What follows belongs to an exercise in optimizing a design on an open flow for small area; a production flow would make more cautious choices. In this exercise RTL edits were held to simulation tests only and were not proved equivalent to the original. Power figures rest on the tool's default switching activity, not on a simulated workload.

## xenon
==> module rf_nor2, before the edit <==
module rf_nor2(input a, input b, output y);
assign y = ~(a | b);
endmodule
==> module rf_nand3, before the edit <==
module rf_nand3(input a, input b, input c, output y);
assign y = ~(a & b & c);
endmodule
==> module rf_rdec, before the edit <==
module rf_rdec(input [4:0] a, input e, output [31:0] y);
wire [4:0] an = ~a;
wire [3:0] pn;    
wire [7:0] qn;    
genvar j;
generate
	for (j = 0; j < 4; j = j + 1) begin : p
		rf_nand3 u(.a(e), .b(j & 1 ? a[0] : an[0]), .c(j & 2 ? a[1] : an[1]), .y(pn[j]));
	end
	for (j = 0; j < 8; j = j + 1) begin : q
		rf_nand3 u(.a(j & 1 ? a[2] : an[2]), .b(j & 2 ? a[3] : an[3]), .c(j & 4 ? a[4] : an[4]), .y(qn[j]));
	end
	for (j = 0; j < 32; j = j + 1) begin : g
		rf_nor2 u(.a(pn[j % 4]), .b(qn[j / 4]), .y(y[j]));
	end
endgenerate
endmodule
clock: 12.5 ns
lec_check: 0
cap_margin: 20
core_margin: 4
core_utilization: 45
slew_margin: 20
synth_hierarchical: 1
standard.sh (not shown) runs the stock make flow with config.mk's settings and CLKGATE_MAP_FILE= SYNTH_SCRIPT=/design/flow/synth_recipe.tcl, a recipe that flattens the netlist after the stock synthesis.
==> flow/flow/run.sh <==
#!/bin/bash
# Standard layout, except: ports are buffered with the smallest buffer, and
# clock tree synthesis uses larger sink clusters without dummy loads.
set -euo pipefail
bash standard.sh finish \
  "BUFFER_PORTS_ARGS=-buffer_cell sky130_fd_sc_hd__buf_1" \
  "CTS_ARGS=-sink_clustering_enable -repair_clock_nets -dont_use_dummy_load -buf_list sky130_fd_sc_hd__clkbuf_4 -sink_clustering_size 8 -sink_clustering_max_diameter 40" \
  > standard.log 2>&1
> inputs changed (xenon -> ember)
--- a/flow/design.v
+++ b/flow/design.v
@@ -80,28 +80,15 @@
 		end
 	end
 endgenerate
 endmodule
-module rf_nor2(input a, input b, output y);
-assign y = ~(a | b);
-endmodule
-module rf_nand3(input a, input b, input c, output y);
-assign y = ~(a & b & c);
-endmodule
 module rf_rdec(input [4:0] a, input e, output [31:0] y);
-wire [4:0] an = ~a;
-wire [3:0] pn;    
-wire [7:0] qn;    
+wire [3:0] p = (4'b1 << a[1:0]) & {4{e}};
+wire [7:0] q = 8'b1 << a[4:2];
 genvar j;
 generate
-	for (j = 0; j < 4; j = j + 1) begin : p
-		rf_nand3 u(.a(e), .b(j & 1 ? a[0] : an[0]), .c(j & 2 ? a[1] : an[1]), .y(pn[j]));
-	end
-	for (j = 0; j < 8; j = j + 1) begin : q
-		rf_nand3 u(.a(j & 1 ? a[2] : an[2]), .b(j & 2 ? a[3] : an[3]), .c(j & 4 ? a[4] : an[4]), .y(qn[j]));
-	end
 	for (j = 0; j < 32; j = j + 1) begin : g
-		rf_nor2 u(.a(pn[j % 4]), .b(qn[j / 4]), .y(y[j]));
+		assign y[j] = p[j % 4] & q[j / 4];
 	end
 endgenerate
 endmodule
 module rf_nand2(input a, input b, output y);
==> notes.md <==
- xenon -> ember: total power decreased slightly
- Looking at highest-utilization routing layer at the global route stage, the met2 result is from xenon; the met1 one comes from ember.
- Per the comparison of ember with xenon, non-clock buffer count went down by 9, clock skew down 0.037 ns.
- Changes observed in ember relative to xenon: final weighted congestion of routability-driven global placement went up, global-route usage over all layers went down, sequential cell count of the final layout did not really move, wire length on met3 went up, highest clock rate went down.
- The number of cells on the critical path reported for ember is greater than that of xenon by 16%.

---

main_module, a different RTL version from the one above (not shown whole).
For scale: about 370 flip-flops, ~16,000 um^2 of cells after synthesis.
Design main_module, start of the top module:
module main_module(data_out,ins,A,B,current_address,ans_ex,mux_ans_dm,ans_wb,data_in,clk,interrupt,reset,
	imem_addr,imem_rdata,dmem_en,dmem_we,dmem_addr,dmem_wdata,dmem_rdata);
clock: 12.5 ns
lec_check: 0
cap_margin: 20
core_margin: 4
core_utilization: 45
slew_margin: 20
synth_hierarchical: 1
Scripts as last shown in full above: flow/flow/run.sh
Next try:
--- a/flow/design.v
+++ b/flow/design.v
@@ -2,20 +2,20 @@
 module rf_a22o(input a1, input a2, input b1, input b2, output x);
 assign x = (a1 & a2) | (b1 & b2);
 endmodule
 module rf_a221o(input a1, input a2, input b1, input b2, input c1, output x);
 assign x = (a1 & a2) | (b1 & b2) | c1;
 endmodule
 module rf_mux2(input s, input a, input b, output x);
 assign x = s ? b : a;
 endmodule
-module rf_nand3b(input a_n, input b, input c, output y);
-assign y = ~(~a_n & b & c);
+module rf_a21oi(input a1, input a2, input b1, output y);
+assign y = ~((a1 & a2) | b1);
 endmodule
 module rf_a22oi(input a1, input a2, input b1, input b2, output y);
 assign y = ~((a1 & a2) | (b1 & b2));
 endmodule
 module rf_a222oi(input a1, input a2, input b1, input b2, input c1, input c2, output y);
 assign y = ~((a1 & a2) | (b1 & b2) | (c1 & c2));
 endmodule
 module rf_rdbit36(input [35:0] d, input [35:0] s, output q);
 wire [11:0] y;
@@ -187,19 +187,19 @@
 	RB_reg <= ins[4:0];
 	RW_reg <= ins[14:10];
 	nm <= reset & nor1;
 	out_reg1 <= reset & interrupt;
 end
 wire [4:0] reg1 = RA_reg & {5{nm}};
 wire [4:0] reg5 = RB_reg & {5{nm}};
 wire [4:0] r1   = RW_reg & {5{nm}};
 wire [3:0] fa, fb;
-fwd_sel_a ufa(.src(reg1), .d1(reg2), .d2(reg3), .d3(reg4), .f(fa));
+fwd_sel ufa(.src(reg1), .d1(reg2), .d2(reg3), .d3(reg4), .imm(1'b0), .f(fa));
 fwd_sel ufb(.src(reg5), .d1(reg2), .d2(reg3), .d3(reg4), .imm(Q3), .f(fb));
 regfile rf(.clk(clk), .reset(reset), .waddr(reg4), .wdata(ans_wb_r),
 	.ra(RA_reg), .rb(RB_reg), .fa(fa), .fb(fb), .imm_sel(Q3),
 	.f1(ans_ex_r), .f2(mux_ans_dm), .f3(ans_wb_r), .qa(A), .qb(B));
 wire [4:0] o = op_dec;
 wire [7:0] res;
 alu ua(.o(op_dec), .A(A), .B(B), .ans_ex_r(ans_ex_r), .data_in(data_in), .flag_temp(flag_temp), .res(res), .c_flag(c_flag), .z_flag(z_flag));
 always @(posedge clk) begin
 	flag_temp <= {z_flag, c_flag};
@@ -303,20 +303,20 @@
 		assign t2[k] = B[1] ? t1[k+2] : t1[k];
 		if (k >= 4) begin : hi
 			assign t3[k] = big2 ? fill : t2[k];
 		end else begin : lo
 			assign u[k] = B[2] ? t2[k+4] : t2[k];
 			assign t3[k] = big ? fill : u[k];
 		end
 		wire y1, y2;
 		rf_a222oi ua(.a1(o_keep), .a2(ans_ex_r[k]), .b1(o_in), .b2(data_in[k]), .c1(o_rs), .c2(t3[k]), .y(y1));
-		rf_nand2 ub(.a(o_ls), .b(t3[7-k]), .y(y2));
-		rf_nand3b uc(.a_n(r_lu[k]), .b(y1), .c(y2), .y(res[k]));
+		rf_a21oi ub(.a1(o_ls), .a2(t3[7-k]), .b1(r_lu[k]), .y(y2));
+		rf_nand2 uc(.a(y1), .b(y2), .y(res[k]));
 	end
 endgenerate
 assign c_flag = hold_f ? flag_temp[0] : cy_flag;
 assign z_flag = hold_f ? flag_temp[1] : (zen & ~(|res));
 endmodule
 module fwd_sel(input [4:0] src, input [4:0] d1, input [4:0] d2, input [4:0] d3, input imm, output [3:0] f);
 wire c1 = (d1 == src), c2 = (d2 == src), c3 = (d3 == src);
 assign f[1] = ~imm & c1;
 assign f[2] = ~imm & ~c1 & c2;
@@ -336,16 +336,9 @@
 wire [7:0] cur_tmp = hold ^ ic[7:0];
 wire pc_mux_sel_n = ~pc_mux_sel;
 generate
 	for (n = 0; n < 8; n = n + 1) begin : curm
 		rf_a22o u(.a1(pc_mux_sel), .a2(jmp_loc[n]), .b1(pc_mux_sel_n), .b2(cur_tmp[n]), .x(current_address[n]));
 	end
 endgenerate
 assign imem_addr = reset ? current_address : 8'b0;
 endmodule
-module fwd_sel_a(input [4:0] src, input [4:0] d1, input [4:0] d2, input [4:0] d3, output [3:0] f);
-wire c1 = (d1 == src), c2 = (d2 == src), c3 = (d3 == src);
-assign f[1] = c1;
-assign f[2] = ~c1 & c2;
-assign f[3] = ~c1 & ~c2 & c3;
-assign f[0] = ~c1 & ~c2 & ~c3;
-endmodule
Total power went down by 4.8%.
Via count is lower by about 1.2%.
Count of clock-buffer cells in the layout is unchanged.
Hold slack improved by 0.0094 ns.
Sequential power barely changes.
Maximum frequency rises by about 1.8%.

==> afterwards: timing with drivers on the ports <==
In the flow no input, the clock included, has a driving cell. The finished layouts below were timed again as built, in two steps.
Step 1, drivers: a clkbuf_16 drives clk and a buf_2 each remaining input, both assumed.
Step 2, shift: input delay + t, output delay - t, t = (earliest + latest rising clock arrival at the registers) / 2. This alone moves slack from input paths to output paths.
a / b / c = ideal / step 1 / step 2; a / b = the first two.
run	t (ns)	slack for setup (ns)	pins driven straight from the clock port
xenon	0.839	0.745 / 0.697 / 1.442	1
ember	0.824	0.469 / 0.422 / 1.246	1
the first run of note 2	0.869	0.915 / 0.864 / 1.657	1
the second run of note 2	0.845	1.121 / 1.069 / 1.796	1
After both steps setup and hold are still met in every run listed.
